What follows belongs to an exercise in optimizing a design on an open flow for small area; a production flow would make more cautious choices. Function was not checked in any run shown here: the RTL went through the layout flow alone. No activity file was given, so power comes from the tool's default toggle rates.

[design/flow/config.mk]
export PLATFORM = sky130hd
export DESIGN_NAME = write
export DESIGN_NICKNAME = write
export VERILOG_FILES = /design/flow/design.v
export SDC_FILE = /design/flow/constraint.sdc
export NUM_CORES = 4
export LEC_CHECK = 0
export CAP_MARGIN = 20
export CORE_AREA = 5 5 455 455
export DIE_AREA = 0 0 460 460
export SLEW_MARGIN = 20
[design/flow/constraint.sdc]
create_clock -name core_clock -period 4.0 [get_ports {clock}]
set_input_delay 0.8000 -clock core_clock [delete_from_list [all_inputs] [get_ports {clock}]]
set_output_delay 0.8000 -clock core_clock [all_outputs]
set_load 0.01 [all_outputs]
[design/flow/design.v]
`default_nettype none
module write(input  wire         clock,
             input  wire         resetn,
             input  wire [ 63:0] m_dst_addr,
             input  wire [ 31:0] m_input_index,
             output wire [ 31:0] m_output_value,
             output reg          m_ready_out,
             input  wire         m_valid_in,
             output reg          m_valid_out,
             input  wire         m_ready_in,
             input  wire [511:0] dst_readdata,
             input  wire         dst_readdatavalid,
             input  wire         dst_waitrequest,
             output wire [ 31:0] dst_address,
             output wire         dst_read,
             output wire         dst_write,
             input  wire         dst_writeack,
             output wire [511:0] dst_writedata,
             output wire [ 63:0] dst_byteenable,
             output wire [  4:0] dst_burstcount);
  reg        wr;       
  reg        pre1;     
  reg        gap;      
  reg        ack;      
  reg        fin;      
  reg [31:0] cycle;
  reg [ 3:0] w;        
  reg [23:0] b;        
  reg [23:0] rb;       
  reg        z8;       
  reg [ 3:0] lc;       
  reg [ 9:0] addr_lo;
  reg [21:0] addr_hi;
  wire start  = m_ready_out & m_valid_in;
  wire accept = wr & ~dst_waitrequest;
  wire last   = (rb[23:1] == 23'd0) & (rb[0] == z8);
  wire [3:0] w_inc = w + 4'd1;
  wire eob    = (w_inc == (last ? lc : 4'd0));
  wire done   = ack & dst_writeack;
  always @(posedge clock) begin
    if (!resetn) begin
      m_ready_out <= 1'b1;
      m_valid_out <= 1'b0;
      wr          <= 1'b0;
      pre1        <= 1'b0;
      gap         <= 1'b0;
      ack         <= 1'b0;
      fin         <= 1'b0;
    end else begin
      if (start) m_ready_out <= 1'b0;
      else if (m_valid_out & m_ready_in) m_ready_out <= 1'b1;
      if (fin) m_valid_out <= 1'b1;
      else if (m_ready_in) m_valid_out <= 1'b0;
      pre1 <= start;
      gap  <= pre1 | (accept & eob & ~last);
      if (gap) wr <= 1'b1;
      else if (accept & eob) wr <= 1'b0;
      if (accept & eob & last) ack <= 1'b1;
      else if (dst_writeack) ack <= 1'b0;
      fin <= done;
    end
  end
  always @(posedge clock) begin
    if (m_ready_out) cycle <= 32'd0;
    else if (~(fin | m_valid_out | done)) cycle <= cycle + 32'd1;
  end
  always @(posedge clock) begin
    if (m_ready_out) begin
      w       <= 4'd0;
      b       <= 24'd0;
      rb      <= m_input_index[31:8];
      z8      <= (m_input_index[7:0] == 8'd0);
      lc      <= m_input_index[7:4] + {3'd0, |m_input_index[3:0]};
      addr_lo <= m_dst_addr[9:0];
      addr_hi <= m_dst_addr[31:10];
    end else if (accept) begin
      w <= w_inc;
      if (w == 4'd15) b <= b + 24'd1;
      if (eob) begin
        rb      <= rb - 24'd1;
        addr_hi <= addr_hi + 22'd1;
      end
    end
  end
  assign m_output_value = cycle;
  assign dst_address    = {addr_hi, addr_lo};
  assign dst_read       = 1'b0;
  assign dst_write      = wr;
  assign dst_byteenable = {64{1'b1}};
  assign dst_burstcount = {~last | (lc == 4'd0), last ? lc : 4'd0};
  genvar e;
  generate
    for (e = 0; e < 16; e = e + 1) begin : lane
      assign dst_writedata[32*e+31:32*e] = {b, w, e[3:0]};
    end
  endgenerate
endmodule
`default_nettype wire
[design/flow/flow/run.sh]
#!/bin/bash
# The standard layout (standard.sh), with two placement choices changed:
# ports are buffered with the smallest buffer, and each constant is driven by
# a single tie cell instead of one tie cell per load.
set -euo pipefail
export BUFFER_PORTS_ARGS="-buffer_cell sky130_fd_sc_hd__buf_1"
export SKIP_REPAIR_TIE_FANOUT=1
export CTS_ARGS="-sink_clustering_enable -repair_clock_nets -dont_use_dummy_load -buf_list sky130_fd_sc_hd__clkbuf_8 -sink_clustering_size 40 -sink_clustering_max_diameter 150"
bash standard.sh > standard.log 2>&1
[design/flow/standard.sh]
#!/bin/bash
# synth_recipe.tcl (not shown) runs the flow's synth.tcl, then flattens the netlist and writes it again
# the make line also repeats each setting of config.mk as NAME=value (left out here)
make -C /OpenROAD-flow-scripts/flow DESIGN_CONFIG=/design/flow/config.mk WORK_HOME=/design/flow/orfs CLKGATE_MAP_FILE= SYNTH_SCRIPT=/design/flow/synth_recipe.tcl "${@:-finish}"
==> summary.txt, run 1 <==
Detailed routing
  • Drc violations: 0
  • Highest routed layer: met5
  • Met3 routed WL: 4.57 mm
  • Vias: 7,669
  • Initial DRT Pass Iterations: 5
  • DR WL/cell: roughly 11 microns
  • DRT iter0 DRCs: 380
  • Met1 wire length: 17.9 mm
  • Met2 wire length: 19.7 mm
  • Post-DRT Antenna Nets: 0
  • Drt via density: 1.95
  • Routed WL: 43.4 mm

Clocking
  • # hold bufs at CTS: 0
  • Clock Latency Late Sink: ~520 ps
  • Clock sinks: 128
  • H-tree depth: 4
  • Clock slew at reported path FFs: roughly 110 ps
  • Root Driver: clkbuf_8
  • Bufs on Longest Clock Path: 2
  • CTS tree: yes
  • CTS Buf Count: 17

Flow run
  • Max-Cap Viols: 0

Logic synthesis
  • Asr flop ratio synth: 0
  • Post-Syn Instances: 1,195
  • Yosys Warn Count: 1
  • Netlist cell types: 46
  • FF+latch count, synth: 128
  • Largest family of logic cells by synthesized area: buffers and inverters
  • Post-Synth XOR/XNOR Area: 0.0741
  • Synth Cell Area: 0.0103 sq mm
  • Dominant synthesized flop cell: dfxtp_1
  • Seq/Total Area, Yosys: 0.309
  • Synth Area in Compound Gates: 0.0523
  • Synth Area in Simple Gates: 0.139
  • Post-Synth Adder-Cell Area: 0.00852
  • Syn Area/Cell: 8.61 sq um
  • Post-synthesis mux area share: 0.00304
  • Post-Syn Nets: 1,817
  • Post-synth EDFFs: 61

Min path
  • Worst Hold Depth: 2
  • Worst Hold Class: flip-flop to flip-flop

GRT
  • Largest net degree at the start of global routing: 97
  • Grt ovf: 0
  • First-pass GRT wire length: 52.8 mm
  • Vias in the first global route: 6,056
  • Antenna violations before repair: 28
  • GR Util All Layers: 0.0373

Floorplan
  • IO Pins: 1,264
  • Starting Density: 0.0509
  • Core Rows: 165
  • Core Region: 0.202 sq mm
  • Die Y: 460 microns
  • Chip Width: 460 microns
  • Die area: 0.212 sq mm

Worst setup path
  • Worst Path Max Fanout: 4
  • Setup crit start kind: flip-flop
  • R2R depth: 8
  • Reg2Reg Setup Slack: between 700 and 800 ps
  • Worst path required time: 3200 ps
  • CP Class: flip-flop to output port
  • CP endpoint kind: output port
  • Arrival @ worst endpoint: 2980 ps

Placed design
  • Post-DP HPWL: 36.8 mm
  • GP Congestion: 0.729
  • Port Buffers: 589
  • Worst slack, placed: 543 ps

Power
  • Leak Pwr: 3.03 nW
  • Peak supply drop: 201 uV
  • Power share of the clock group: 0.319
  • Sw power: slightly below 0.9 mW
  • Gate power share: 0.129
  • Sw frac: 0.308
  • Register share of total power: 0.553
  • Internal Power: 1.97 mW
  • Power Density: 235 mW/mm^2

Timing
  • Worst slew pin tran: 1150 ps
  • Setup TNS: 0 ps
  • Post-layout minimum cycle time: roughly 3800 ps
  • Post-route setup slack: 223 ps
  • Clock Skew: 48.0 ps
  • Max Freq: 265 MHz
  • Slew Viols, Final: 0
  • RSZ-0062 raised after global routing: no
  • Relative slew slack: 0.229
  • Period Utilization, post-route: 0.944
  • Hold Violations, Final: 0
  • Final setup vio count: 0

Cells and area
  • Multi-input combinational cell area: between 0.002 and 0.003 sq mm
  • Storage element area: 0.00318 sq mm
  • Fillers: between 20,000 and 25,000
  • Total Nets Final: 1,878
  • Area Overhead vs Synth: 17.6%
  • Share of cells above drive strength 1: 0.0478

Run status
  • Status: finished clean
per-layer routing:
layer  vias to the layer above  global-route usage
met4                        12              0.0142
met1                      3518              0.0464
met5                         -                   0
met2                       569              0.0600
met3                        77              0.0116
li1                       3493                   -
power groups by stage:
stage | sequential (mW) | combinational [mW] | clock, mW
after floorplan | 1.59 | 0.312 | 0
after global placement | 1.59 | 0.365 | 0
after detailed placement | 1.60 | 0.368 | 0
after CTS | 1.57 | 0.369 | 0.974
after global routing | 1.58 | 0.406 | 1.02
final | 1.57 | 0.365 | 0.906
Yosys cell counts, types with 2 or more instances:
cell      count  area (sq um)
nor4_1        6          37.5
edfxtp_1     61          1830
or3_1        18           113
nor2b_1       4          25.0
dfxtp_1      67          1340
a21oi_1      19          95.1
or4_1         3          22.5
o21ai_0      61           305
and4_1        7          61.3
and3_1       15          93.8
nand2_1      78           293
and2_1        6          37.5
a21o_1        4          30.0
a31oi_1       2          12.5
conb_1        2          7.51
nand3_1      36           180
mux2i_1       2          20.0
ha_1          7          87.6
or4_4         2          22.5
clkbuf_1     21          78.8
nand4_1      16           100
buf_4       549          4120
nand2b_1      2          12.5
nor2_1       64           240
nor3_1       23           115
xor2_1       43           377
xnor2_1      44           385
buf_1         3          11.3
inv_1        13          48.8
worst paths after layout:
kind	end	from
worst max register to register	addr_hi[11]	rb[18]
worst max-delay path	dst_burstcount[1]	rb[18]
worst min register to register	wr	gap
worst min-delay path	wr	gap
worst max-delay path, cell delays in order, from the launching register on:
cell and delay, ps:
edfxtp_1 450, or4_1 560, or3_1 440, or3_1 460, nor3_1 260, buf_2 280
repair_timing:
| item | 4_1_cts | 5_1_grt |
|---|---|---|
| setup endpoints to repair | 1 | 2 |
| pin swaps | 0 | 1 |
| resized for setup | 1 | 1 |
| buffers inserted | 0 | 1 |
placed cells by master (no fill, tap or decap), types with 13 or more instances in the layout:
cell type,Yosys,final
clkbuf_8,0,17
nand2_1,78,78
inv_1,13,13
or3_1,18,18
nand3_1,36,36
nor3_1,23,23
dfxtp_1,67,61
xnor2_1,44,44
buf_1,3,586
a21oi_1,19,19
o21ai_0,61,61
xor2_1,43,43
and3_1,15,15
nand4_1,16,16
buf_4,549,26
edfxtp_1,61,61
nor2_1,64,64
flip-flops by register name, summed over array words and instances (netlist names), 4 cells and up:
register  cells
cycle        32
b            24
rb           24
addr_hi      22
addr_lo      10
lc            4
w             4
kinds of logic after synthesis:
family,after synthesis
buffers and inverters,586
adder cells (fa/ha/maj),7
AND/OR/NAND/NOR,286
flip-flops,128
multiplexers,3
XOR/XNOR,87
other,2
AO/OA/AOI/OAI,96
area by class of cell:
| cell class | count | area share |
|---|---|---|
| clock buffer | 17 | 0.0193 |
| sequential | 128 | 0.263 |
| tap | 2672 | 0.276 |
| timing repair buffer | 615 | 0.200 |
| multi-input combinational | 481 | 0.236 |
| antenna | 4 | 0.000827 |
| inverter | 13 | 0.00403 |
metrics by stage:
| step | hold slack [ps] | power (mW) | area (sq um) | cells | util |
|---|---|---|---|---|---|
| final | 458 | 2.84 | 12100 | 3930 | 0.0599 |
| after global routing | 412 | 3.01 | 12100 | 3927 | 0.0599 |
| after CTS | 396 | 2.91 | 12100 | 3925 | 0.0598 |
| after detailed placement | 436 | 1.96 | 11800 | 3908 | 0.0587 |
| after global placement | 435 | 1.96 | 11800 | 3908 | 0.0587 |
| after floorplan | 426 | 1.90 | 10300 | 1195 | - |
==> run 2: changes to the inputs <==
--- a/design/flow/design.v
+++ b/design/flow/design.v
@@ -64,22 +64,30 @@
     if (m_ready_out) cycle <= 32'd0;
     else if (~(fin | m_valid_out | done)) cycle <= cycle + 32'd1;
   end
+  wire       nxt_burst = accept & (w == 4'd15);
   always @(posedge clock) begin
     if (m_ready_out) begin
-      w       <= 4'd0;
-      b       <= 24'd0;
+      w <= 4'd0;
+      b <= 24'd0;
+    end else if (accept) begin
+      w <= w_inc;
+      if (w == 4'd15) b <= b + 24'd1;
+    end
+  end
+  always @(posedge clock) begin
+    if (m_ready_out) begin
       rb      <= m_input_index[31:8];
+      addr_hi <= m_dst_addr[31:10];
+    end else begin
+      rb      <= rb - {23'd0, nxt_burst};
+      addr_hi <= addr_hi + {21'd0, nxt_burst};
+    end
+  end
+  always @(posedge clock) begin
+    if (m_ready_out) begin
       z8      <= (m_input_index[7:0] == 8'd0);
       lc      <= m_input_index[7:4] + {3'd0, |m_input_index[3:0]};
       addr_lo <= m_dst_addr[9:0];
-      addr_hi <= m_dst_addr[31:10];
-    end else if (accept) begin
-      w <= w_inc;
-      if (w == 4'd15) b <= b + 24'd1;
-      if (eob) begin
-        rb      <= rb - 24'd1;
-        addr_hi <= addr_hi + 22'd1;
-      end
     end
   end
   assign m_output_value = cycle;
--- a/design/flow/config.mk
+++ b/design/flow/config.mk
@@ -8,4 +8,5 @@
 export CAP_MARGIN = 20
 export CORE_AREA = 5 5 455 455
 export DIE_AREA = 0 0 460 460
+export PLACE_DENSITY = 0.7
 export SLEW_MARGIN = 20
==> run 2 against run 1 <==
Effect of this change: largest cell class unchanged; clock power rose by 9.2%; sequential share of layout area shrank 3.0 points; clock-buffer cell count unchanged; fmax increased by 0.76%; global-route usage fell by 0.052 points; wire length fell by 3.5%; worst setup slack improved by 29 ps; first-iteration DRC count up 5.8%; flip-flop and latch count unchanged.
==> summary.txt, run 2 <==
Timing
  • Final setup vio count: 0
  • Relative slew slack: 0.364
  • Worst slew pin tran: 953 ps
  • Post-route setup slack: 251 ps
  • RSZ-0062 raised after global routing: no
  • Max Freq: 267 MHz
  • Period Utilization, post-route: 0.937
  • Clock Skew: 43.0 ps
  • Post-layout minimum cycle time: 3750 ps
  • Hold WS: 406 ps
  • Slew Viols, Final: 0
  • Setup TNS: 0 ps
  • Hold Violations, Final: 0

Logic synthesis
  • Synth top area share: 0.417
  • Post-Syn Nets: about 1,800
  • Yosys Warn Count: 1
  • Post-Syn Instances: 1,190
  • Commonest cells post-synth: 550 x buf_4, 113 x dfxtp_1, 83 x nor2_1
  • FF+latch count, synth: 128
  • Cell with the most instances after synthesis: buf_4
  • Syn Area/Cell: 8.33 sq um
  • Post-synth EDFFs: 15
  • Asr flop ratio synth: 0
  • Synth top area cells: buf_4 42%, dfxtp_1 23%, xor2_1 4.9%
  • Dominant synthesized flop cell: dfxtp_1
  • Synth Cell Area: between 0.009 and 0.01 sq mm
  • Cell accounting for the most synthesized area: buf_4
  • Netlist cell types: slightly below 50
  • Seq/Total Area, Yosys: 0.274

Cells and area
  • Final cell count without fillers: ~3,900
  • Biggest register: cycle
  • Total Nets Final: 1,865
  • Commonest non-fill, non-tap cell in the layout: buf_1
  • Regs by FF count: cycle: 32 flops, b: 24 flops, rb: 24 flops
  • Most frequent cells in the layout: 589 x buf_1, 106 x dfxtp_1, 83 x nor2_1
  • Share of cells above drive strength 1: 0.0428
  • Area Overhead vs Synth: 17.8%
  • Largest register FFs: 32

Power
  • Peak supply drop: 233 uV
  • Power Density: 236 mW/mm^2
  • Leak Pwr: 2.98 nW
  • Tot Pwr: between 2 and 3 mW

Detailed routing
  • DR WL/cell: 10.7 microns
  • Vias: 7,234
  • Initial DRT Pass Iterations: 4
  • Drt via density: 1.84
  • Post-DRT Antenna Nets: 0
  • DRT iter0 DRCs: 402
  • Drc violations: 0
  • Routed WL: 41.9 mm

Clocking
  • Clock sinks: approximately 130
  • Post-CTS Resized: 0
  • Clock Latency Late Sink: 570 ps
  • # hold bufs at CTS: 0
  • H-tree depth: 4
  • CTS Buf Count: 17
  • Clock slew at reported path FFs: 90 ps
  • Root Driver: clkbuf_8
  • CTS tree: yes
  • Setup Buffers After CTS: 0
  • Bufs on Longest Clock Path: 2

Worst setup path
  • CP endpoint kind: output port
  • Worst Path Max Fanout: 7
  • Arrival @ worst endpoint: 2950 ps
  • R2R depth: 12
  • Setup crit start kind: flip-flop
  • Worst path required time: 3200 ps
  • CP Class: flip-flop to output port

Placed design
  • Port Buffers: 589
  • GP Congestion: 0.738
  • Post-DP HPWL: 35.0 mm
  • Placed cell count: ~3,900
  • Worst slack, placed: 551 ps

Floorplan
  • Die area: ~0.21 sq mm
  • Chip Width: 460 microns
  • Core Rows: around 170
  • Die Y: 460 microns
  • IO Pins: between 1,000 and 1,500
  • Core Region: 0.202 sq mm
  • Starting Density: 0.0491

GRT
  • First-pass GRT wire length: 50.3 mm
  • Vias in the first global route: 5,570
  • Antenna violations before repair: 21
  • GR Util All Layers: 0.0367
  • Grt ovf: 0
  • Largest net degree at the start of global routing: ~110

Min path
  • Worst Hold Class: input port to flip-flop
  • Worst Hold Depth: 1

Run status
  • Status: finished clean

Flow run
  • Max-Cap Viols: 0
==> run 2: cell count changes in the layout (fill, tap and decap cells not counted), sizes merged, moves of 7 or more <==
cell	before	now
or3	19	6
xor2	43	56
nor2	64	83
edfxtp	61	15
a21oi	19	8
nor3	23	11
and4	7	14
diode	4	14
o21ai	61	50
dfxtp	67	113
==> run 2: path summary, 6_finish.rpt <==
kind,endpoint,slack (ps),from
max,dst_burstcount[2],250,rb[19]
min,addr_lo[2],410,m_dst_addr[2]
max reg2reg,addr_hi[16],620,w[0]
min reg2reg,gap,450,pre1
==> run 2: routing by layer <==
| layer | up-vias | global-route usage | part of all wire |
|---|---|---|---|
| met1 | 3280 | 0.0436 | 0.41 |
| met4 | 6 | 0.0113 | 0.015 |
| met5 | - | 0 | 0.0011 |
| met3 | 39 | 0.0122 | 0.10 |
| met2 | 513 | 0.0626 | 0.47 |
| li1 | 3396 | - | - |
==> run 2: area by class of cell <==
type	count	area (sq um)
diodes	14	35.0
clock buffers	17	234
fillers	23900	190000
inverters	8	30.0
multi-input cells	477	2920
flip-flops and latches	128	2720
well taps	2672	3340
repair buffers	609	2390
==> run 2: kinds of logic after synthesis <==
logic type / Yosys count / share of synthesized area
buffers and inverters: 585 / 0.432
and+or+nand+nor: 287 / 0.146
DFF: 128 / 0.274
xor gates and xnor gates: 101 / 0.0893
AOI/OAI and AO/OA: 72 / 0.0404
adders and majority gates: 9 / 0.0114
muxes: 6 / 0.00631
other: 2 / 0.000758
==> run 2: metrics by stage <==
stage | utilization | area, sq um
after global placement | 0.0564 | 11400
after global routing | 0.0577 | 11600
final | 0.0578 | 11700
after CTS | 0.0575 | 11600
after floorplan | - | 9910
after detailed placement | 0.0564 | 11400
==> run 2: report_power, final <==
part	internal (mW)	leakage, nW	switching [mW]
logic	0.0975	1.77	0.207
registers	1.37	1.08	0.0903
clock network	0.374	0.122	0.615
==> run 2: critical path: stages, from the launching register on <==
cell and delay [ps]:
dfxtp_1 400, or4_1 550, nor4_1 350, and3_1 450, and2_1 250, buf_1 380
==> run 3: changes to the inputs <==
--- a/design/flow/config.mk
+++ b/design/flow/config.mk
@@ -6,7 +6,6 @@
 export NUM_CORES = 4
 export LEC_CHECK = 0
 export CAP_MARGIN = 20
-export CORE_AREA = 5 5 455 455
-export DIE_AREA = 0 0 460 460
-export PLACE_DENSITY = 0.7
+export CORE_AREA = 5 5 295 295
+export DIE_AREA = 0 0 300 300
 export SLEW_MARGIN = 20
==> run 3 against run 2 <==
Effect of this change: the run now fails in I/O pin placement; synthesized area unchanged; synthesized cell count unchanged.
==> summary.txt, run 3 <==
Run status
  • Status: did not finish
  • Last stage: I/O pin placement
  • Err: [ERROR PPL-0024] Number of IO pins (1264) exceeds maximum number of available positions (1082). Increase the die perimeter from 1200.00um to 1719.04um.

Floorplan
  • Starting Density: 0.119
  • Core Rows: 106
  • Die Y: 300 microns
  • Chip Width: roughly 300 microns

Logic synthesis
  • Cell with the most instances after synthesis: buf_4
  • Seq/Total Area, Yosys: 0.274
  • Post-synth EDFFs: 15
  • Post-Syn Instances: 1,190
  • Netlist cell types: 49
  • Syn Area/Cell: 8.33 sq um
  • Synth Cell Area: 0.00991 sq mm
  • FF+latch count, synth: 128
  • Synth top area cells: buf_4 42%, dfxtp_1 23%, xor2_1 4.9%
  • Asr flop ratio synth: 0
  • Post-Syn Nets: about 1,800
  • Cell accounting for the most synthesized area: buf_4
  • Dominant synthesized flop cell: dfxtp_1
  • Yosys Warn Count: 1
  • Commonest cells post-synth: 550 x buf_4, 113 x dfxtp_1, 83 x nor2_1
  • Synth top area share: 0.417
[run 3: cell counts after synthesis]
No cell type changed its count.
[run 3: logic make-up after synthesis]
logic type	share of synthesized area
adder cells (fa/ha/maj)	0.0114
other	0.000758
flip-flops	0.274
AO/OA/AOI/OAI	0.0404
XOR/XNOR	0.0893
AND/OR/NAND/NOR	0.146
multiplexers	0.00631
buffers and inverters	0.432

-- static timing again, ports no longer ideal --
The results above use ideal ports. As a check the final layouts listed here were re-extracted and re-timed, cells and wires unchanged.
Step 1 assumes that a clkbuf_16 drives the clock port and a buf_2 every other input.
Step 2 adds t to the input delays and takes it off the output delays; t is the mean of the earliest and latest rising clock arrival at the registers after step 1. Input paths then give back, and output paths get back, about the clock's delay inside the block.
a / b / c = ideal / step 1 / step 2; a / b = the first two.
run	t (ns)	slack for setup (ns)	hold WS [ns]
run 1	0.533	0.223 / 0.183 / 0.716	0.458 / 0.458 / 0.458
run 2	0.609	0.251 / 0.192 / 0.488	0.406 / 0.387 / 0.453
After both steps every run listed still meets setup and hold.
